Source: an optimization exercise on an open RTL-to-GDS flow (aim: small area, a short achievable clock period and few clock cycles per item). Production flows keep margins and buffers that such runs may drop. No functional check of the RTL was part of any run shown here. Power is estimated from default activity; no workload was simulated.

==> flow/design.v, too long to show whole: its modules and the start of the top module <==
// module FP16_MAC_pipeline: 1045 lines
module FP16_MAC_pipeline(
    input [15:0]data_k,
    input [15:0]data_x,
    input [15:0]data_b,
    input rst,
    input input_valid,
    input clk,
    input [1:0]opcode,
    output reg [15:0]data_o,
    output reg output_up,
    output reg [1:0]opcode_o
    );
  // ...
==> flow/run.sh <==
#!/bin/bash
# synth_recipe.tcl (not shown) runs the flow's synth.tcl, then flattens the netlist and writes it again
# the make line also repeats each setting of config.mk as NAME=value (left out here)
make -C /OpenROAD-flow-scripts/flow DESIGN_CONFIG=/design/flow/config.mk WORK_HOME=/design/flow/orfs CLKGATE_MAP_FILE= SYNTH_SCRIPT=/design/flow/synth_recipe.tcl finish
==> flow/config.mk <==
export PLATFORM = sky130hd
export DESIGN_NAME = FP16_MAC_pipeline
export DESIGN_NICKNAME = FP16_MAC_pipeline
export VERILOG_FILES = /design/flow/design.v
export SDC_FILE = /design/flow/constraint.sdc
export NUM_CORES = 4
export LEC_CHECK = 0
export CAP_MARGIN = 20
export CORE_MARGIN = 2
export CORE_UTILIZATION = 60
export PLACE_DENSITY = 0.75
export SETUP_SLACK_MARGIN = 3.5
export SLEW_MARGIN = 20
==> flow/constraint.sdc <==
create_clock -name core_clock -period 6.0 [get_ports {clk}]
set_input_delay 1.2000 -clock core_clock [delete_from_list [all_inputs] [get_ports {clk}]]
set_output_delay 1.2000 -clock core_clock [all_outputs]
set_load 0.01 [all_outputs]
==> out/metrics.yaml, run 1 <==
outcome:
  run_status: "timing/DRC/antenna clean"
cells_and_area:
  post_layout_nonfiller_instances: 2394
  comb.multi_input.count: 1258
  final_common_cell: "sky130_fd_sc_hd__dfxtp_1"
  non_clock_buffer_count: 155
  sequential_cell_area_um2: 8140
  final.fill_count: 2013
  n_sequential_cell: 398
  largestClassByArea: "multi-input gates"
power_and_ir_drop:
  pwrdens_nw_per_um2: 606
  clk-power_w: 0.00268
  vdd_drop_max_uv: 299
  switchingPower_w: 0.00552
floorplan:
  floorplan.die.width_um: 179
  area_of_the_die_um2: 32000
  die_h_um: 179
synth:
  synthesis.area_per_instance_um2: 9.84
  synth-adder-area-share_pct: 11.0
  synth-compound-area-share_pct: 14.3
  synth_commonest_cells: "sky130_fd_sc_hd__dfxtp_1, sky130_fd_sc_hd__xnor2_1, sky130_fd_sc_hd__nor2_1"
  syn_area_um2: 18300
  synth_seq_cells: 398
  synth.area.top_cells: "sky130_fd_sc_hd__dfxtp_1, sky130_fd_sc_hd__ha_1, sky130_fd_sc_hd__xnor2_1"
  synth_top_family_by_area: "compound AO/OA/AOI/OAI gates"
grt:
  first_global_vias: 13500
  global_route.usage.met3_pct: 3.58
worst_setup_path:
  worst_path_max_delay_cell: "sky130_fd_sc_hd__or3_4"
  worst-path-stages: 11
  worst-r2r-cell-count: 11
  slowest_delay_ns: 0.43
  path_common_cell: "sky130_fd_sc_hd__buf_6"
  setup.worst_path.start_class: "flop"
detailed_routing:
  detailed_router_iteration_count_before_antenna_repair: 5
  dr.first_iter.drc_count: 1050
job:
  number_of_violations_of_the_max_capacitance_limit: 0
worst_hold_path:
  min_path_cells: 0
clocking:
  cts_setup_buffers: 36
  cts.htree.levels: 2
  cts_tree: "yes"
  post_cts.resized_instances: 158
timing:
  final_hold_slack_ns: 0.322
  finalCriticalPeriod_ns: 2.64
placement:
  port_buffers: 71
==> inputs of run 2 (changes only) <==
--- a/flow/design.v
+++ b/flow/design.v
@@ -695,86 +695,65 @@
         pv_r4 <= pv_3;
         sh_r4 <= sh_3;
         sub_r4 <= sub_3;
         v_r4 <= v_r3 & ~rst;
         zs_r4 <= zs_3;
     end
     wire [33:0] a_4;
     wire sgn_4;
-    wire [33:0] pp34_addsub4 = {sub_r4, pv_r4};
-    wire [33:0] gg34_addsub4 = {1'b0, gv_r4, 11'd0};
-    wire xaddsub4_p0 = pp34_addsub4[0];
-    wire xaddsub4_g0 = gg34_addsub4[0];
-    wire xaddsub4_p1 = pp34_addsub4[1];
-    wire xaddsub4_g1 = gg34_addsub4[1];
-    wire xaddsub4_p2 = pp34_addsub4[2];
-    wire xaddsub4_g2 = gg34_addsub4[2];
-    wire xaddsub4_p3 = pp34_addsub4[3];
-    wire xaddsub4_g3 = gg34_addsub4[3];
-    wire xaddsub4_p4 = pp34_addsub4[4];
-    wire xaddsub4_g4 = gg34_addsub4[4];
-    wire xaddsub4_p5 = pp34_addsub4[5];
-    wire xaddsub4_g5 = gg34_addsub4[5];
-    wire xaddsub4_p6 = pp34_addsub4[6];
-    wire xaddsub4_g6 = gg34_addsub4[6];
-    wire xaddsub4_p7 = pp34_addsub4[7];
-    wire xaddsub4_g7 = gg34_addsub4[7];
-    wire xaddsub4_p8 = pp34_addsub4[8];
-    wire xaddsub4_g8 = gg34_addsub4[8];
-    wire xaddsub4_p9 = pp34_addsub4[9];
-    wire xaddsub4_g9 = gg34_addsub4[9];
-    wire xaddsub4_p10 = pp34_addsub4[10];
-    wire xaddsub4_g10 = gg34_addsub4[10];
-    wire xaddsub4_p11 = pp34_addsub4[11];
-    wire xaddsub4_g11 = gg34_addsub4[11];
-    wire xaddsub4_p12 = pp34_addsub4[12];
-    wire xaddsub4_g12 = gg34_addsub4[12];
-    wire xaddsub4_p13 = pp34_addsub4[13];
-    wire xaddsub4_g13 = gg34_addsub4[13];
-    wire xaddsub4_p14 = pp34_addsub4[14];
-    wire xaddsub4_g14 = gg34_addsub4[14];
-    wire xaddsub4_p15 = pp34_addsub4[15];
-    wire xaddsub4_g15 = gg34_addsub4[15];
-    wire xaddsub4_p16 = pp34_addsub4[16];
-    wire xaddsub4_g16 = gg34_addsub4[16];
-    wire xaddsub4_p17 = pp34_addsub4[17];
-    wire xaddsub4_g17 = gg34_addsub4[17];
-    wire xaddsub4_p18 = pp34_addsub4[18];
-    wire xaddsub4_g18 = gg34_addsub4[18];
-    wire xaddsub4_p19 = pp34_addsub4[19];
-    wire xaddsub4_g19 = gg34_addsub4[19];
-    wire xaddsub4_p20 = pp34_addsub4[20];
-    wire xaddsub4_g20 = gg34_addsub4[20];
-    wire xaddsub4_p21 = pp34_addsub4[21];
-    wire xaddsub4_g21 = gg34_addsub4[21];
-    wire xaddsub4_p22 = pp34_addsub4[22];
-    wire xaddsub4_g22 = gg34_addsub4[22];
-    wire xaddsub4_p23 = pp34_addsub4[23];
-    wire xaddsub4_g23 = gg34_addsub4[23];
-    wire xaddsub4_p24 = pp34_addsub4[24];
-    wire xaddsub4_g24 = gg34_addsub4[24];
-    wire xaddsub4_p25 = pp34_addsub4[25];
-    wire xaddsub4_g25 = gg34_addsub4[25];
-    wire xaddsub4_p26 = pp34_addsub4[26];
-    wire xaddsub4_g26 = gg34_addsub4[26];
-    wire xaddsub4_p27 = pp34_addsub4[27];
-    wire xaddsub4_g27 = gg34_addsub4[27];
-    wire xaddsub4_p28 = pp34_addsub4[28];
-    wire xaddsub4_g28 = gg34_addsub4[28];
-    wire xaddsub4_p29 = pp34_addsub4[29];
-    wire xaddsub4_g29 = gg34_addsub4[29];
-    wire xaddsub4_p30 = pp34_addsub4[30];
-    wire xaddsub4_g30 = gg34_addsub4[30];
-    wire xaddsub4_p31 = pp34_addsub4[31];
-    wire xaddsub4_g31 = gg34_addsub4[31];
-    wire xaddsub4_p32 = pp34_addsub4[32];
-    wire xaddsub4_g32 = gg34_addsub4[32];
-    wire xaddsub4_p33 = pp34_addsub4[33];
-    wire xaddsub4_g33 = gg34_addsub4[33];
+    wire [22:0] pu_addsub4 = {sub_r4, pv_r4[32:11]};
+    wire [22:0] gu_addsub4 = {1'b0, gv_r4};
+    wire c11_addsub4 = &pv_r4[10:0];
+    wire xaddsub4_p0 = pu_addsub4[0];
+    wire xaddsub4_g0 = gu_addsub4[0];
+    wire xaddsub4_p1 = pu_addsub4[1];
+    wire xaddsub4_g1 = gu_addsub4[1];
+    wire xaddsub4_p2 = pu_addsub4[2];
+    wire xaddsub4_g2 = gu_addsub4[2];
+    wire xaddsub4_p3 = pu_addsub4[3];
+    wire xaddsub4_g3 = gu_addsub4[3];
+    wire xaddsub4_p4 = pu_addsub4[4];
+    wire xaddsub4_g4 = gu_addsub4[4];
+    wire xaddsub4_p5 = pu_addsub4[5];
+    wire xaddsub4_g5 = gu_addsub4[5];
+    wire xaddsub4_p6 = pu_addsub4[6];
+    wire xaddsub4_g6 = gu_addsub4[6];
+    wire xaddsub4_p7 = pu_addsub4[7];
+    wire xaddsub4_g7 = gu_addsub4[7];
+    wire xaddsub4_p8 = pu_addsub4[8];
+    wire xaddsub4_g8 = gu_addsub4[8];
+    wire xaddsub4_p9 = pu_addsub4[9];
+    wire xaddsub4_g9 = gu_addsub4[9];
+    wire xaddsub4_p10 = pu_addsub4[10];
+    wire xaddsub4_g10 = gu_addsub4[10];
+    wire xaddsub4_p11 = pu_addsub4[11];
+    wire xaddsub4_g11 = gu_addsub4[11];
+    wire xaddsub4_p12 = pu_addsub4[12];
+    wire xaddsub4_g12 = gu_addsub4[12];
+    wire xaddsub4_p13 = pu_addsub4[13];
+    wire xaddsub4_g13 = gu_addsub4[13];
+    wire xaddsub4_p14 = pu_addsub4[14];
+    wire xaddsub4_g14 = gu_addsub4[14];
+    wire xaddsub4_p15 = pu_addsub4[15];
+    wire xaddsub4_g15 = gu_addsub4[15];
+    wire xaddsub4_p16 = pu_addsub4[16];
+    wire xaddsub4_g16 = gu_addsub4[16];
+    wire xaddsub4_p17 = pu_addsub4[17];
+    wire xaddsub4_g17 = gu_addsub4[17];
+    wire xaddsub4_p18 = pu_addsub4[18];
+    wire xaddsub4_g18 = gu_addsub4[18];
+    wire xaddsub4_p19 = pu_addsub4[19];
+    wire xaddsub4_g19 = gu_addsub4[19];
+    wire xaddsub4_p20 = pu_addsub4[20];
+    wire xaddsub4_g20 = gu_addsub4[20];
+    wire xaddsub4_p21 = pu_addsub4[21];
+    wire xaddsub4_g21 = gu_addsub4[21];
+    wire xaddsub4_p22 = pu_addsub4[22];
+    wire xaddsub4_g22 = gu_addsub4[22];
     wire xaddsub4_g1_0 = xaddsub4_g1 | (xaddsub4_p1 & xaddsub4_g0);
     wire xaddsub4_q1_0 = xaddsub4_p1 & xaddsub4_p0;
     wire xaddsub4_g3_0 = xaddsub4_g3 | (xaddsub4_p3 & xaddsub4_g2);
     wire xaddsub4_q3_0 = xaddsub4_p3 & xaddsub4_p2;
     wire xaddsub4_g5_0 = xaddsub4_g5 | (xaddsub4_p5 & xaddsub4_g4);
     wire xaddsub4_q5_0 = xaddsub4_p5 & xaddsub4_p4;
     wire xaddsub4_g7_0 = xaddsub4_g7 | (xaddsub4_p7 & xaddsub4_g6);
     wire xaddsub4_q7_0 = xaddsub4_p7 & xaddsub4_p6;
@@ -787,28 +766,16 @@
     wire xaddsub4_g15_0 = xaddsub4_g15 | (xaddsub4_p15 & xaddsub4_g14);
     wire xaddsub4_q15_0 = xaddsub4_p15 & xaddsub4_p14;
     wire xaddsub4_g17_0 = xaddsub4_g17 | (xaddsub4_p17 & xaddsub4_g16);
     wire xaddsub4_q17_0 = xaddsub4_p17 & xaddsub4_p16;
     wire xaddsub4_g19_0 = xaddsub4_g19 | (xaddsub4_p19 & xaddsub4_g18);
     wire xaddsub4_q19_0 = xaddsub4_p19 & xaddsub4_p18;
     wire xaddsub4_g21_0 = xaddsub4_g21 | (xaddsub4_p21 & xaddsub4_g20);
     wire xaddsub4_q21_0 = xaddsub4_p21 & xaddsub4_p20;
-    wire xaddsub4_g23_0 = xaddsub4_g23 | (xaddsub4_p23 & xaddsub4_g22);
-    wire xaddsub4_q23_0 = xaddsub4_p23 & xaddsub4_p22;
-    wire xaddsub4_g25_0 = xaddsub4_g25 | (xaddsub4_p25 & xaddsub4_g24);
-    wire xaddsub4_q25_0 = xaddsub4_p25 & xaddsub4_p24;
-    wire xaddsub4_g27_0 = xaddsub4_g27 | (xaddsub4_p27 & xaddsub4_g26);
-    wire xaddsub4_q27_0 = xaddsub4_p27 & xaddsub4_p26;
-    wire xaddsub4_g29_0 = xaddsub4_g29 | (xaddsub4_p29 & xaddsub4_g28);
-    wire xaddsub4_q29_0 = xaddsub4_p29 & xaddsub4_p28;
-    wire xaddsub4_g31_0 = xaddsub4_g31 | (xaddsub4_p31 & xaddsub4_g30);
-    wire xaddsub4_q31_0 = xaddsub4_p31 & xaddsub4_p30;
-    wire xaddsub4_g33_0 = xaddsub4_g33 | (xaddsub4_p33 & xaddsub4_g32);
-    wire xaddsub4_q33_0 = xaddsub4_p33 & xaddsub4_p32;
     wire xaddsub4_g2_1 = xaddsub4_g2 | (xaddsub4_p2 & xaddsub4_g1_0);
     wire xaddsub4_q2_1 = xaddsub4_p2 & xaddsub4_q1_0;
     wire xaddsub4_g3_1 = xaddsub4_g3_0 | (xaddsub4_q3_0 & xaddsub4_g1_0);
     wire xaddsub4_q3_1 = xaddsub4_q3_0 & xaddsub4_q1_0;
     wire xaddsub4_g6_1 = xaddsub4_g6 | (xaddsub4_p6 & xaddsub4_g5_0);
     wire xaddsub4_q6_1 = xaddsub4_p6 & xaddsub4_q5_0;
     wire xaddsub4_g7_1 = xaddsub4_g7_0 | (xaddsub4_q7_0 & xaddsub4_g5_0);
     wire xaddsub4_q7_1 = xaddsub4_q7_0 & xaddsub4_q5_0;
@@ -821,26 +788,16 @@
     wire xaddsub4_g15_1 = xaddsub4_g15_0 | (xaddsub4_q15_0 & xaddsub4_g13_0);
     wire xaddsub4_q15_1 = xaddsub4_q15_0 & xaddsub4_q13_0;
     wire xaddsub4_g18_1 = xaddsub4_g18 | (xaddsub4_p18 & xaddsub4_g17_0);
     wire xaddsub4_q18_1 = xaddsub4_p18 & xaddsub4_q17_0;
     wire xaddsub4_g19_1 = xaddsub4_g19_0 | (xaddsub4_q19_0 & xaddsub4_g17_0);
     wire xaddsub4_q19_1 = xaddsub4_q19_0 & xaddsub4_q17_0;
     wire xaddsub4_g22_1 = xaddsub4_g22 | (xaddsub4_p22 & xaddsub4_g21_0);
     wire xaddsub4_q22_1 = xaddsub4_p22 & xaddsub4_q21_0;
-    wire xaddsub4_g23_1 = xaddsub4_g23_0 | (xaddsub4_q23_0 & xaddsub4_g21_0);
-    wire xaddsub4_q23_1 = xaddsub4_q23_0 & xaddsub4_q21_0;
-    wire xaddsub4_g26_1 = xaddsub4_g26 | (xaddsub4_p26 & xaddsub4_g25_0);
-    wire xaddsub4_q26_1 = xaddsub4_p26 & xaddsub4_q25_0;
-    wire xaddsub4_g27_1 = xaddsub4_g27_0 | (xaddsub4_q27_0 & xaddsub4_g25_0);
-    wire xaddsub4_q27_1 = xaddsub4_q27_0 & xaddsub4_q25_0;
-    wire xaddsub4_g30_1 = xaddsub4_g30 | (xaddsub4_p30 & xaddsub4_g29_0);
-    wire xaddsub4_q30_1 = xaddsub4_p30 & xaddsub4_q29_0;
-    wire xaddsub4_g31_1 = xaddsub4_g31_0 | (xaddsub4_q31_0 & xaddsub4_g29_0);
-    wire xaddsub4_q31_1 = xaddsub4_q31_0 & xaddsub4_q29_0;
     wire xaddsub4_g4_2 = xaddsub4_g4 | (xaddsub4_p4 & xaddsub4_g3_1);
     wire xaddsub4_q4_2 = xaddsub4_p4 & xaddsub4_q3_1;
     wire xaddsub4_g5_2 = xaddsub4_g5_0 | (xaddsub4_q5_0 & xaddsub4_g3_1);
     wire xaddsub4_q5_2 = xaddsub4_q5_0 & xaddsub4_q3_1;
     wire xaddsub4_g6_2 = xaddsub4_g6_1 | (xaddsub4_q6_1 & xaddsub4_g3_1);
     wire xaddsub4_q6_2 = xaddsub4_q6_1 & xaddsub4_q3_1;
     wire xaddsub4_g7_2 = xaddsub4_g7_1 | (xaddsub4_q7_1 & xaddsub4_g3_1);
     wire xaddsub4_q7_2 = xaddsub4_q7_1 & xaddsub4_q3_1;
@@ -853,97 +810,49 @@
     wire xaddsub4_g15_2 = xaddsub4_g15_1 | (xaddsub4_q15_1 & xaddsub4_g11_1);
     wire xaddsub4_q15_2 = xaddsub4_q15_1 & xaddsub4_q11_1;
     wire xaddsub4_g20_2 = xaddsub4_g20 | (xaddsub4_p20 & xaddsub4_g19_1);
     wire xaddsub4_q20_2 = xaddsub4_p20 & xaddsub4_q19_1;
     wire xaddsub4_g21_2 = xaddsub4_g21_0 | (xaddsub4_q21_0 & xaddsub4_g19_1);
     wire xaddsub4_q21_2 = xaddsub4_q21_0 & xaddsub4_q19_1;
     wire xaddsub4_g22_2 = xaddsub4_g22_1 | (xaddsub4_q22_1 & xaddsub4_g19_1);
     wire xaddsub4_q22_2 = xaddsub4_q22_1 & xaddsub4_q19_1;
-    wire xaddsub4_g23_2 = xaddsub4_g23_1 | (xaddsub4_q23_1 & xaddsub4_g19_1);
-    wire xaddsub4_q23_2 = xaddsub4_q23_1 & xaddsub4_q19_1;
-    wire xaddsub4_g28_2 = xaddsub4_g28 | (xaddsub4_p28 & xaddsub4_g27_1);
-    wire xaddsub4_q28_2 = xaddsub4_p28 & xaddsub4_q27_1;
-    wire xaddsub4_g29_2 = xaddsub4_g29_0 | (xaddsub4_q29_0 & xaddsub4_g27_1);
-    wire xaddsub4_q29_2 = xaddsub4_q29_0 & xaddsub4_q27_1;
-    wire xaddsub4_g30_2 = xaddsub4_g30_1 | (xaddsub4_q30_1 & xaddsub4_g27_1);
-    wire xaddsub4_q30_2 = xaddsub4_q30_1 & xaddsub4_q27_1;
-    wire xaddsub4_g31_2 = xaddsub4_g31_1 | (xaddsub4_q31_1 & xaddsub4_g27_1);
-    wire xaddsub4_q31_2 = xaddsub4_q31_1 & xaddsub4_q27_1;
     wire xaddsub4_g8_3 = xaddsub4_g8 | (xaddsub4_p8 & xaddsub4_g7_2);
     wire xaddsub4_q8_3 = xaddsub4_p8 & xaddsub4_q7_2;
     wire xaddsub4_g9_3 = xaddsub4_g9_0 | (xaddsub4_q9_0 & xaddsub4_g7_2);
     wire xaddsub4_q9_3 = xaddsub4_q9_0 & xaddsub4_q7_2;
     wire xaddsub4_g10_3 = xaddsub4_g10_1 | (xaddsub4_q10_1 & xaddsub4_g7_2);
     wire xaddsub4_q10_3 = xaddsub4_q10_1 & xaddsub4_q7_2;
     wire xaddsub4_g11_3 = xaddsub4_g11_1 | (xaddsub4_q11_1 & xaddsub4_g7_2);
     wire xaddsub4_q11_3 = xaddsub4_q11_1 & xaddsub4_q7_2;
     wire xaddsub4_g12_3 = xaddsub4_g12_2 | (xaddsub4_q12_2 & xaddsub4_g7_2);
     wire xaddsub4_q12_3 = xaddsub4_q12_2 & xaddsub4_q7_2;
     wire xaddsub4_g13_3 = xaddsub4_g13_2 | (xaddsub4_q13_2 & xaddsub4_g7_2);
     wire xaddsub4_q13_3 = xaddsub4_q13_2 & xaddsub4_q7_2;
     wire xaddsub4_g14_3 = xaddsub4_g14_2 | (xaddsub4_q14_2 & xaddsub4_g7_2);
     wire xaddsub4_q14_3 = xaddsub4_q14_2 & xaddsub4_q7_2;
     wire xaddsub4_g15_3 = xaddsub4_g15_2 | (xaddsub4_q15_2 & xaddsub4_g7_2);
     wire xaddsub4_q15_3 = xaddsub4_q15_2 & xaddsub4_q7_2;
-    wire xaddsub4_g24_3 = xaddsub4_g24 | (xaddsub4_p24 & xaddsub4_g23_2);
-    wire xaddsub4_q24_3 = xaddsub4_p24 & xaddsub4_q23_2;
-    wire xaddsub4_g25_3 = xaddsub4_g25_0 | (xaddsub4_q25_0 & xaddsub4_g23_2);
-    wire xaddsub4_q25_3 = xaddsub4_q25_0 & xaddsub4_q23_2;
-    wire xaddsub4_g26_3 = xaddsub4_g26_1 | (xaddsub4_q26_1 & xaddsub4_g23_2);
-    wire xaddsub4_q26_3 = xaddsub4_q26_1 & xaddsub4_q23_2;
-    wire xaddsub4_g27_3 = xaddsub4_g27_1 | (xaddsub4_q27_1 & xaddsub4_g23_2);
-    wire xaddsub4_q27_3 = xaddsub4_q27_1 & xaddsub4_q23_2;
-    wire xaddsub4_g28_3 = xaddsub4_g28_2 | (xaddsub4_q28_2 & xaddsub4_g23_2);
-    wire xaddsub4_q28_3 = xaddsub4_q28_2 & xaddsub4_q23_2;
-    wire xaddsub4_g29_3 = xaddsub4_g29_2 | (xaddsub4_q29_2 & xaddsub4_g23_2);
-    wire xaddsub4_q29_3 = xaddsub4_q29_2 & xaddsub4_q23_2;
-    wire xaddsub4_g30_3 = xaddsub4_g30_2 | (xaddsub4_q30_2 & xaddsub4_g23_2);
-    wire xaddsub4_q30_3 = xaddsub4_q30_2 & xaddsub4_q23_2;
-    wire xaddsub4_g31_3 = xaddsub4_g31_2 | (xaddsub4_q31_2 & xaddsub4_g23_2);
-    wire xaddsub4_q31_3 = xaddsub4_q31_2 & xaddsub4_q23_2;
     wire xaddsub4_g16_4 = xaddsub4_g16 | (xaddsub4_p16 & xaddsub4_g15_3);
     wire xaddsub4_q16_4 = xaddsub4_p16 & xaddsub4_q15_3;
     wire xaddsub4_g17_4 = xaddsub4_g17_0 | (xaddsub4_q17_0 & xaddsub4_g15_3);
     wire xaddsub4_q17_4 = xaddsub4_q17_0 & xaddsub4_q15_3;
     wire xaddsub4_g18_4 = xaddsub4_g18_1 | (xaddsub4_q18_1 & xaddsub4_g15_3);
     wire xaddsub4_q18_4 = xaddsub4_q18_1 & xaddsub4_q15_3;
     wire xaddsub4_g19_4 = xaddsub4_g19_1 | (xaddsub4_q19_1 & xaddsub4_g15_3);
     wire xaddsub4_q19_4 = xaddsub4_q19_1 & xaddsub4_q15_3;
     wire xaddsub4_g20_4 = xaddsub4_g20_2 | (xaddsub4_q20_2 & xaddsub4_g15_3);
     wire xaddsub4_q20_4 = xaddsub4_q20_2 & xaddsub4_q15_3;
     wire xaddsub4_g21_4 = xaddsub4_g21_2 | (xaddsub4_q21_2 & xaddsub4_g15_3);
     wire xaddsub4_q21_4 = xaddsub4_q21_2 & xaddsub4_q15_3;
     wire xaddsub4_g22_4 = xaddsub4_g22_2 | (xaddsub4_q22_2 & xaddsub4_g15_3);
     wire xaddsub4_q22_4 = xaddsub4_q22_2 & xaddsub4_q15_3;
-    wire xaddsub4_g23_4 = xaddsub4_g23_2 | (xaddsub4_q23_2 & xaddsub4_g15_3);
-    wire xaddsub4_q23_4 = xaddsub4_q23_2 & xaddsub4_q15_3;
-    wire xaddsub4_g24_4 = xaddsub4_g24_3 | (xaddsub4_q24_3 & xaddsub4_g15_3);
-    wire xaddsub4_q24_4 = xaddsub4_q24_3 & xaddsub4_q15_3;
-    wire xaddsub4_g25_4 = xaddsub4_g25_3 | (xaddsub4_q25_3 & xaddsub4_g15_3);
-    wire xaddsub4_q25_4 = xaddsub4_q25_3 & xaddsub4_q15_3;
-    wire xaddsub4_g26_4 = xaddsub4_g26_3 | (xaddsub4_q26_3 & xaddsub4_g15_3);
-    wire xaddsub4_q26_4 = xaddsub4_q26_3 & xaddsub4_q15_3;
-    wire xaddsub4_g27_4 = xaddsub4_g27_3 | (xaddsub4_q27_3 & xaddsub4_g15_3);
-    wire xaddsub4_q27_4 = xaddsub4_q27_3 & xaddsub4_q15_3;
-    wire xaddsub4_g28_4 = xaddsub4_g28_3 | (xaddsub4_q28_3 & xaddsub4_g15_3);
-    wire xaddsub4_q28_4 = xaddsub4_q28_3 & xaddsub4_q15_3;
-    wire xaddsub4_g29_4 = xaddsub4_g29_3 | (xaddsub4_q29_3 & xaddsub4_g15_3);
-    wire xaddsub4_q29_4 = xaddsub4_q29_3 & xaddsub4_q15_3;
-    wire xaddsub4_g30_4 = xaddsub4_g30_3 | (xaddsub4_q30_3 & xaddsub4_g15_3);
-    wire xaddsub4_q30_4 = xaddsub4_q30_3 & xaddsub4_q15_3;
-    wire xaddsub4_g31_4 = xaddsub4_g31_3 | (xaddsub4_q31_3 & xaddsub4_g15_3);
-    wire xaddsub4_q31_4 = xaddsub4_q31_3 & xaddsub4_q15_3;
-    wire xaddsub4_g32_5 = xaddsub4_g32 | (xaddsub4_p32 & xaddsub4_g31_4);
-    wire xaddsub4_q32_5 = xaddsub4_p32 & xaddsub4_q31_4;
-    wire xaddsub4_g33_5 = xaddsub4_g33_0 | (xaddsub4_q33_0 & xaddsub4_g31_4);
-    wire xaddsub4_q33_5 = xaddsub4_q33_0 & xaddsub4_q31_4;
-    wire [33:0] s0_addsub4 = {xaddsub4_p33 ^ xaddsub4_g32_5, xaddsub4_p32 ^ xaddsub4_g31_4, xaddsub4_p31 ^ xaddsub4_g30_4, xaddsub4_p30 ^ xaddsub4_g29_4, xaddsub4_p29 ^ xaddsub4_g28_4, xaddsub4_p28 ^ xaddsub4_g27_4, xaddsub4_p27 ^ xaddsub4_g26_4, xaddsub4_p26 ^ xaddsub4_g25_4, xaddsub4_p25 ^ xaddsub4_g24_4, xaddsub4_p24 ^ xaddsub4_g23_4, xaddsub4_p23 ^ xaddsub4_g22_4, xaddsub4_p22 ^ xaddsub4_g21_4, xaddsub4_p21 ^ xaddsub4_g20_4, xaddsub4_p20 ^ xaddsub4_g19_4, xaddsub4_p19 ^ xaddsub4_g18_4, xaddsub4_p18 ^ xaddsub4_g17_4, xaddsub4_p17 ^ xaddsub4_g16_4, xaddsub4_p16 ^ xaddsub4_g15_3, xaddsub4_p15 ^ xaddsub4_g14_3, xaddsub4_p14 ^ xaddsub4_g13_3, xaddsub4_p13 ^ xaddsub4_g12_3, xaddsub4_p12 ^ xaddsub4_g11_3, xaddsub4_p11 ^ xaddsub4_g10_3, xaddsub4_p10 ^ xaddsub4_g9_3, xaddsub4_p9 ^ xaddsub4_g8_3, xaddsub4_p8 ^ xaddsub4_g7_2, xaddsub4_p7 ^ xaddsub4_g6_2, xaddsub4_p6 ^ xaddsub4_g5_2, xaddsub4_p5 ^ xaddsub4_g4_2, xaddsub4_p4 ^ xaddsub4_g3_1, xaddsub4_p3 ^ xaddsub4_g2_1, xaddsub4_p2 ^ xaddsub4_g1_0, xaddsub4_p1 ^ xaddsub4_g0, xaddsub4_p0};
-    wire [33:0] s1_addsub4 = {xaddsub4_p33 ^ (xaddsub4_g32_5 | xaddsub4_q32_5), xaddsub4_p32 ^ (xaddsub4_g31_4 | xaddsub4_q31_4), xaddsub4_p31 ^ (xaddsub4_g30_4 | xaddsub4_q30_4), xaddsub4_p30 ^ (xaddsub4_g29_4 | xaddsub4_q29_4), xaddsub4_p29 ^ (xaddsub4_g28_4 | xaddsub4_q28_4), xaddsub4_p28 ^ (xaddsub4_g27_4 | xaddsub4_q27_4), xaddsub4_p27 ^ (xaddsub4_g26_4 | xaddsub4_q26_4), xaddsub4_p26 ^ (xaddsub4_g25_4 | xaddsub4_q25_4), xaddsub4_p25 ^ (xaddsub4_g24_4 | xaddsub4_q24_4), xaddsub4_p24 ^ (xaddsub4_g23_4 | xaddsub4_q23_4), xaddsub4_p23 ^ (xaddsub4_g22_4 | xaddsub4_q22_4), xaddsub4_p22 ^ (xaddsub4_g21_4 | xaddsub4_q21_4), xaddsub4_p21 ^ (xaddsub4_g20_4 | xaddsub4_q20_4), xaddsub4_p20 ^ (xaddsub4_g19_4 | xaddsub4_q19_4), xaddsub4_p19 ^ (xaddsub4_g18_4 | xaddsub4_q18_4), xaddsub4_p18 ^ (xaddsub4_g17_4 | xaddsub4_q17_4), xaddsub4_p17 ^ (xaddsub4_g16_4 | xaddsub4_q16_4), xaddsub4_p16 ^ (xaddsub4_g15_3 | xaddsub4_q15_3), xaddsub4_p15 ^ (xaddsub4_g14_3 | xaddsub4_q14_3), xaddsub4_p14 ^ (xaddsub4_g13_3 | xaddsub4_q13_3), xaddsub4_p13 ^ (xaddsub4_g12_3 | xaddsub4_q12_3), xaddsub4_p12 ^ (xaddsub4_g11_3 | xaddsub4_q11_3), xaddsub4_p11 ^ (xaddsub4_g10_3 | xaddsub4_q10_3), xaddsub4_p10 ^ (xaddsub4_g9_3 | xaddsub4_q9_3), xaddsub4_p9 ^ (xaddsub4_g8_3 | xaddsub4_q8_3), xaddsub4_p8 ^ (xaddsub4_g7_2 | xaddsub4_q7_2), xaddsub4_p7 ^ (xaddsub4_g6_2 | xaddsub4_q6_2), xaddsub4_p6 ^ (xaddsub4_g5_2 | xaddsub4_q5_2), xaddsub4_p5 ^ (xaddsub4_g4_2 | xaddsub4_q4_2), xaddsub4_p4 ^ (xaddsub4_g3_1 | xaddsub4_q3_1), xaddsub4_p3 ^ (xaddsub4_g2_1 | xaddsub4_q2_1), xaddsub4_p2 ^ (xaddsub4_g1_0 | xaddsub4_q1_0), xaddsub4_p1 ^ (xaddsub4_g0 | xaddsub4_p0), ~xaddsub4_p0};
-    wire neg_addsub4 = sub_r4 & ~(xaddsub4_g33_5 | xaddsub4_q33_5);
+    wire [33:0] s0_addsub4 = {xaddsub4_p22 ^ xaddsub4_g21_4, xaddsub4_p21 ^ xaddsub4_g20_4, xaddsub4_p20 ^ xaddsub4_g19_4, xaddsub4_p19 ^ xaddsub4_g18_4, xaddsub4_p18 ^ xaddsub4_g17_4, xaddsub4_p17 ^ xaddsub4_g16_4, xaddsub4_p16 ^ xaddsub4_g15_3, xaddsub4_p15 ^ xaddsub4_g14_3, xaddsub4_p14 ^ xaddsub4_g13_3, xaddsub4_p13 ^ xaddsub4_g12_3, xaddsub4_p12 ^ xaddsub4_g11_3, xaddsub4_p11 ^ xaddsub4_g10_3, xaddsub4_p10 ^ xaddsub4_g9_3, xaddsub4_p9 ^ xaddsub4_g8_3, xaddsub4_p8 ^ xaddsub4_g7_2, xaddsub4_p7 ^ xaddsub4_g6_2, xaddsub4_p6 ^ xaddsub4_g5_2, xaddsub4_p5 ^ xaddsub4_g4_2, xaddsub4_p4 ^ xaddsub4_g3_1, xaddsub4_p3 ^ xaddsub4_g2_1, xaddsub4_p2 ^ xaddsub4_g1_0, xaddsub4_p1 ^ xaddsub4_g0, xaddsub4_p0, pv_r4[10], pv_r4[9], pv_r4[8], pv_r4[7], pv_r4[6], pv_r4[5], pv_r4[4], pv_r4[3], pv_r4[2], pv_r4[1], pv_r4[0]};
+    wire [33:0] s1_addsub4 = {xaddsub4_p22 ^ (xaddsub4_g21_4 | (xaddsub4_q21_4 & c11_addsub4)), xaddsub4_p21 ^ (xaddsub4_g20_4 | (xaddsub4_q20_4 & c11_addsub4)), xaddsub4_p20 ^ (xaddsub4_g19_4 | (xaddsub4_q19_4 & c11_addsub4)), xaddsub4_p19 ^ (xaddsub4_g18_4 | (xaddsub4_q18_4 & c11_addsub4)), xaddsub4_p18 ^ (xaddsub4_g17_4 | (xaddsub4_q17_4 & c11_addsub4)), xaddsub4_p17 ^ (xaddsub4_g16_4 | (xaddsub4_q16_4 & c11_addsub4)), xaddsub4_p16 ^ (xaddsub4_g15_3 | (xaddsub4_q15_3 & c11_addsub4)), xaddsub4_p15 ^ (xaddsub4_g14_3 | (xaddsub4_q14_3 & c11_addsub4)), xaddsub4_p14 ^ (xaddsub4_g13_3 | (xaddsub4_q13_3 & c11_addsub4)), xaddsub4_p13 ^ (xaddsub4_g12_3 | (xaddsub4_q12_3 & c11_addsub4)), xaddsub4_p12 ^ (xaddsub4_g11_3 | (xaddsub4_q11_3 & c11_addsub4)), xaddsub4_p11 ^ (xaddsub4_g10_3 | (xaddsub4_q10_3 & c11_addsub4)), xaddsub4_p10 ^ (xaddsub4_g9_3 | (xaddsub4_q9_3 & c11_addsub4)), xaddsub4_p9 ^ (xaddsub4_g8_3 | (xaddsub4_q8_3 & c11_addsub4)), xaddsub4_p8 ^ (xaddsub4_g7_2 | (xaddsub4_q7_2 & c11_addsub4)), xaddsub4_p7 ^ (xaddsub4_g6_2 | (xaddsub4_q6_2 & c11_addsub4)), xaddsub4_p6 ^ (xaddsub4_g5_2 | (xaddsub4_q5_2 & c11_addsub4)), xaddsub4_p5 ^ (xaddsub4_g4_2 | (xaddsub4_q4_2 & c11_addsub4)), xaddsub4_p4 ^ (xaddsub4_g3_1 | (xaddsub4_q3_1 & c11_addsub4)), xaddsub4_p3 ^ (xaddsub4_g2_1 | (xaddsub4_q2_1 & c11_addsub4)), xaddsub4_p2 ^ (xaddsub4_g1_0 | (xaddsub4_q1_0 & c11_addsub4)), xaddsub4_p1 ^ (xaddsub4_g0 | (xaddsub4_p0 & c11_addsub4)), xaddsub4_p0 ^ c11_addsub4, pv_r4[10] ^ (pv_r4[0] & pv_r4[1] & pv_r4[2] & pv_r4[3] & pv_r4[4] & pv_r4[5] & pv_r4[6] & pv_r4[7] & pv_r4[8] & pv_r4[9]), pv_r4[9] ^ (pv_r4[0] & pv_r4[1] & pv_r4[2] & pv_r4[3] & pv_r4[4] & pv_r4[5] & pv_r4[6] & pv_r4[7] & pv_r4[8]), pv_r4[8] ^ (pv_r4[0] & pv_r4[1] & pv_r4[2] & pv_r4[3] & pv_r4[4] & pv_r4[5] & pv_r4[6] & pv_r4[7]), pv_r4[7] ^ (pv_r4[0] & pv_r4[1] & pv_r4[2] & pv_r4[3] & pv_r4[4] & pv_r4[5] & pv_r4[6]), pv_r4[6] ^ (pv_r4[0] & pv_r4[1] & pv_r4[2] & pv_r4[3] & pv_r4[4] & pv_r4[5]), pv_r4[5] ^ (pv_r4[0] & pv_r4[1] & pv_r4[2] & pv_r4[3] & pv_r4[4]), pv_r4[4] ^ (pv_r4[0] & pv_r4[1] & pv_r4[2] & pv_r4[3]), pv_r4[3] ^ (pv_r4[0] & pv_r4[1] & pv_r4[2]), pv_r4[2] ^ (pv_r4[0] & pv_r4[1]), pv_r4[1] ^ (pv_r4[0]), pv_r4[0] ^ (1'b1)};
+    wire neg_addsub4 = sub_r4 & ~(xaddsub4_g22_4 | (xaddsub4_q22_4 & c11_addsub4));
     assign a_4 = ~sub_r4 ? s0_addsub4 : neg_addsub4 ? ~s0_addsub4 : s1_addsub4;
     assign sgn_4 = sh_r4 ^ neg_addsub4;
     reg [33:0] a_r5;
     reg [6:0] eh_r5;
     reg [1:0] op_r5;
     reg sgn_r5;
     reg v_r5;
     reg zs_r5;
==> out/metrics.yaml, run 2 <==
detailed_routing:
  detailed_routed_wire_length_on_met2_um: 23600  # was 23800 µm
  amount_of_wire_on_met3_after_detailed_routing_um: 2150  # was 2760 µm
  drtAntennaViolNets: 0  # unchanged
  detailed_router_iteration_count_before_antenna_repair: 7  # was 5
  drc_errors: 0  # unchanged
  via_per_inst: 5.81  # was 5.98
  route.detailed.wl_per_inst_um: 18.9  # was 20.1 µm
  wirelength_routed_um: 44700  # was 48200 µm
  top_layer_used: "met4"  # unchanged
  dr.first_iter.drc_count: 721  # was 1050
  vias: 13800  # was 14300
  routedLengthMet1_um: 17400  # was 19000 µm
clocking:
  cts_hold_repair.buffers: 0  # unchanged
  clock-sinks: 398  # unchanged
  cts_tree: "yes"  # unchanged
  cts_bufs_inserted: 40  # was 42
  clock_tree_root_buffer_cell: "sky130_fd_sc_hd__clkbuf_16"  # unchanged
  worst_setup_hold_path_clk_slew_ns: 0.06  # about the same
  cts.path.max_buffers: 3  # unchanged
  cts.htree.levels: 2  # unchanged
  clk-insertion-delay-late_ns: 0.54  # about the same
timing:
  clock-skew-final_ns: 0.00919  # was 0.0185 ns
  finalCriticalPeriod_ns: 2.57  # was 2.64 ns
  setup_viols_final: 0  # unchanged
  timing.final.max_slew_violations: 0  # unchanged
  relSlewSlack_pct: 42.0  # was 46.1%
  unrepaired_setup_endpoints_after_global_routing: "yes"  # unchanged
  max_freq_mhz: 390  # was 379 MHz
  finalHoldViolations: 0  # unchanged
  finalCritPeriodShare_pct: 42.8  # was 44.0%
  actual_slew_at_the_worst_max_slew_pin_ns: 0.869  # was 0.801 ns
  final.setup.tns_ns: 0  # unchanged
worst_setup_path:
  timing.critical_path.cells: "a22oi_1 -> xor2_1 -> fa_1 -> fa_1 -> inv_1 -> fa_1"  # was nand4_1 -> or3_4 -> nor4_4 -> nor3_2 -> a31o_4 -> buf_6 -> a21oi_4 -> buf_6 -> nand2_2 -> a31oi_2 -> xnor2_1
  critical_path_class: "reg2reg"  # unchanged
  worst_path_max_delay_cell: "sky130_fd_sc_hd__fa_1"  # was sky130_fd_sc_hd__or3_4
  cp_max_fo: 12  # was 5
  slowest_delay_ns: 0.54  # was 0.43 ns
  worstPathRequired_ns: 6.41  # was 6.44 ns
  endpoint_kind: "flop"  # unchanged
  path_common_cell: "sky130_fd_sc_hd__fa_1"  # was sky130_fd_sc_hd__buf_6
  critical_path_arrival_ns: 2.98  # was 3.08 ns
  setup.worst_path.start_class: "flop"  # unchanged
floorplan:
  area_of_the_die_um2: 32200  # was 32000 µm²
  io-pin-count: 72  # unchanged
  die_h_um: 179  # about the same
  core_region_area_um2: 30400  # was 30300 µm²
  starting_density_of_the_core_pct: 60.6  # was 60.4%
  floorplan.die.width_um: 179  # about the same
  rows: 64  # unchanged
cells_and_area:
  layout-area-overhead-vs-synth_pct: 21.2  # was 24.2%
  final_common_cell: "sky130_fd_sc_hd__dfxtp_1"  # unchanged
  drive_above_1_share_pct: 20.1  # was 23.1%
  layout.cells.most_common_list: "sky130_fd_sc_hd__dfxtp_1, sky130_fd_sc_hd__nand2_1, sky130_fd_sc_hd__xnor2_1"  # was sky130_fd_sc_hd__dfxtp_1, sky130_fd_sc_hd__xnor2_1, sky130_fd_sc_hd__nand2_1
  finish.net_count: 2133  # was 2157
  final.fill_count: 2106  # was 2013
  reg.largest.list: "a_r5: 34 flops, a_r6: 34 flops, pv_r4: 33 flops"  # unchanged
outcome:
  run_status: "timing/DRC/antenna clean"  # unchanged
placement:
  port_buffers: 71  # unchanged
  dp_hpwl_um: 30900  # was 31300 µm
  routabilityCongestion: 0.923  # was 0.899
power_and_ir_drop:
  total_power_w: 0.0135  # was 0.0138 W
  vdd_drop_max_uv: 304  # was 299 µV
  pwrdens_nw_per_um2: 603  # was 606 nW/µm²
  static-leakage-power_nw: 9.27  # was 9.23 nW
synth:
  synthDistinctLibCells: 85  # was 83
  synth_top_area_share_pct: 43.2  # was 43.4%
  synthMostInstantiatedCell: "sky130_fd_sc_hd__dfxtp_1"  # unchanged
  ys_warn_count: 1  # unchanged
  synth_commonest_cells: "sky130_fd_sc_hd__dfxtp_1, sky130_fd_sc_hd__nand2_1, sky130_fd_sc_hd__a21oi_1"  # was sky130_fd_sc_hd__dfxtp_1, sky130_fd_sc_hd__xnor2_1, sky130_fd_sc_hd__nor2_1
  synth_seq_cells: 398  # unchanged
  syn-num-nets: 2025  # was 2052
  synthCells: 1828  # was 1863
  syn_area_um2: 18500  # was 18300 µm²
  asyncSetResetFlopFracSynth_pct: 0  # unchanged
  yosysTopAreaCell: "sky130_fd_sc_hd__dfxtp_1"  # unchanged
  synthesis.area_per_instance_um2: 10.1  # was 9.84 µm²
  synth-edff-count: 0  # unchanged
  ys.flop_type: "sky130_fd_sc_hd__dfxtp_1"  # unchanged
  synth.area.top_cells: "sky130_fd_sc_hd__dfxtp_1, sky130_fd_sc_hd__ha_1, sky130_fd_sc_hd__xnor2_1"  # unchanged
  synth_seq_area_share_pct: 43.2  # was 43.4%
grt:
  grt_pass1_wl_um: 67600  # was 70200 µm
  first_global_vias: 13100  # was 13500
  global_route.usage.total_pct: 26.6  # was 27.9%
  overflow: 0  # unchanged
  grt_max_degree: 46  # was 47
  antenna_found_initial: 0  # was 1
job:
  number_of_violations_of_the_max_capacitance_limit: 0  # unchanged
worst_hold_path:
  worst_hold_path_type: "reg2reg"  # unchanged
-- run 2: cell types whose count changed after synthesis, moves of 10 or more --
cell | before | now
sky130_fd_sc_hd__xor2_1 | 46 | 63
sky130_fd_sc_hd__xnor2_1 | 130 | 109
sky130_fd_sc_hd__a21oi_1 | 91 | 111
sky130_fd_sc_hd__o21ai_1 | 15 | 4
sky130_fd_sc_hd__nor2_1 | 125 | 100
sky130_fd_sc_hd__o21ai_0 | 80 | 67
sky130_fd_sc_hd__clkbuf_1 | 80 | 69
sky130_fd_sc_hd__inv_1 | 105 | 85
sky130_fd_sc_hd__mux2_2 | 27 | 37
-- run 2: cell families after synthesis --
group                    synth area share (%)
AND/OR/NAND/NOR                          11.1
AO/OA/AOI/OAI                            14.3
flip-flops                               43.2
buffers and inverters                    4.10
XOR/XNOR                                 8.16
adder cells (fa/ha/maj)                  11.5
multiplexers                             7.64
-- run 2: path summary, 6_finish.rpt --
kind	slack, ns	start	end	depth (start not counted)
worst min-delay path	0.32	op_r4[0]	op_r5[0]	0
worst max-delay path	3.43	mk_r1[6]	fs93_r2	6
worst min register to register	0.32	op_r4[0]	op_r5[0]	0
worst max register to register	3.43	mk_r1[6]	fs93_r2	6
-- run 2: routing by layer --
layer	global-route usage [%]	vias to the layer above
li1	-	6608
met3	3.65	119
met2	50.1	485
met4	9.54	0
met1	30.6	6539
met5	0	-
-- run 2: report_power, final --
group | total (W) | switching, W | internal (W)
sequential | 0.00456 | 0.000924 | 0.00363
clock | 0.00262 | 0.00103 | 0.00159
combinational | 0.00631 | 0.00329 | 0.00302
total | 0.0135 | 0.00524 | 0.00824
-- run 2: metrics by stage --
stage          utilization (%)  hold slack, ns  worst slack [ns]  cell area [µm²]  std cells
3_5_place_dp              63.6           0.312              2.76            19300       2204
6_report                  73.5           0.323              3.43            22400       2365
2_1_floorplan                -           0.310              3.50            18500       1828
4_1_cts                   70.3           0.326              3.41            21400       2313
3_3_place_gp              63.6           0.310              2.81            19300       2204
5_1_grt                   73.5           0.328              3.36            22400       2364
-- run 2: critical path, delay by kind of cell (launching register included) --
family,cells,cell delay (ns)
AO/OA/AOI/OAI,1,0.27
XOR/XNOR,1,0.25
adder cells (fa/ha/maj),3,1.47
buffers and inverters,1,0.05
flip-flops,1,0.41
-- run 2: area by class of cell --
cell class / instances / area, µm² / area share, %
clock inverters: 23 / 319 / 1.43
multi-input cells: 1244 / 10400 / 46.7
inverters: 89 / 348 / 1.55
clock buffers: 51 / 1110 / 4.97
diodes: 1 / 2.50 / 0.0112
repair buffers: 163 / 1560 / 6.99
well taps: 396 / 495 / 2.21
flip-flops and latches: 398 / 8090 / 36.2
-- run 2: repair_timing --
item	CTS	global route
pin swaps	17	62
setup buffers	30	50
resized for setup	104	136
cloned	5	1
hold endpoints to repair	0	0
endpoints found under the setup margin	151	105

afterwards: timing with drivers on the ports:
In the flow no input, the clock included, has a driving cell. The finished layouts below were timed again as built, in two steps. Step 1 assumes that a clkbuf_16 drives the clock port and a buf_2 every other input. Step 2, shift: input delay + t, output delay - t, t = (earliest + latest rising clock arrival at the registers) / 2. This alone moves slack from input paths to output paths. Three values: no drivers, after step 1, after step 2; two values: the first two.
run	t (ns)	slack for setup (ns)	hold WS [ns]	clock arrival spread, ns	worst data-port slew with drivers (ns)
run 1	0.583	3.359 / 3.359 / 3.055	0.322 / 0.322 / 0.322	0.019 / 0.019	0.04
run 2	0.585	3.435 / 3.435 / 3.086	0.323 / 0.323 / 0.323	0.009 / 0.010	0.04
After both steps every run listed still meets setup and hold. For run 2, which loses most, drivers alone change the setup slack by 0.000 ns; drivers and shift together by -0.349 ns.
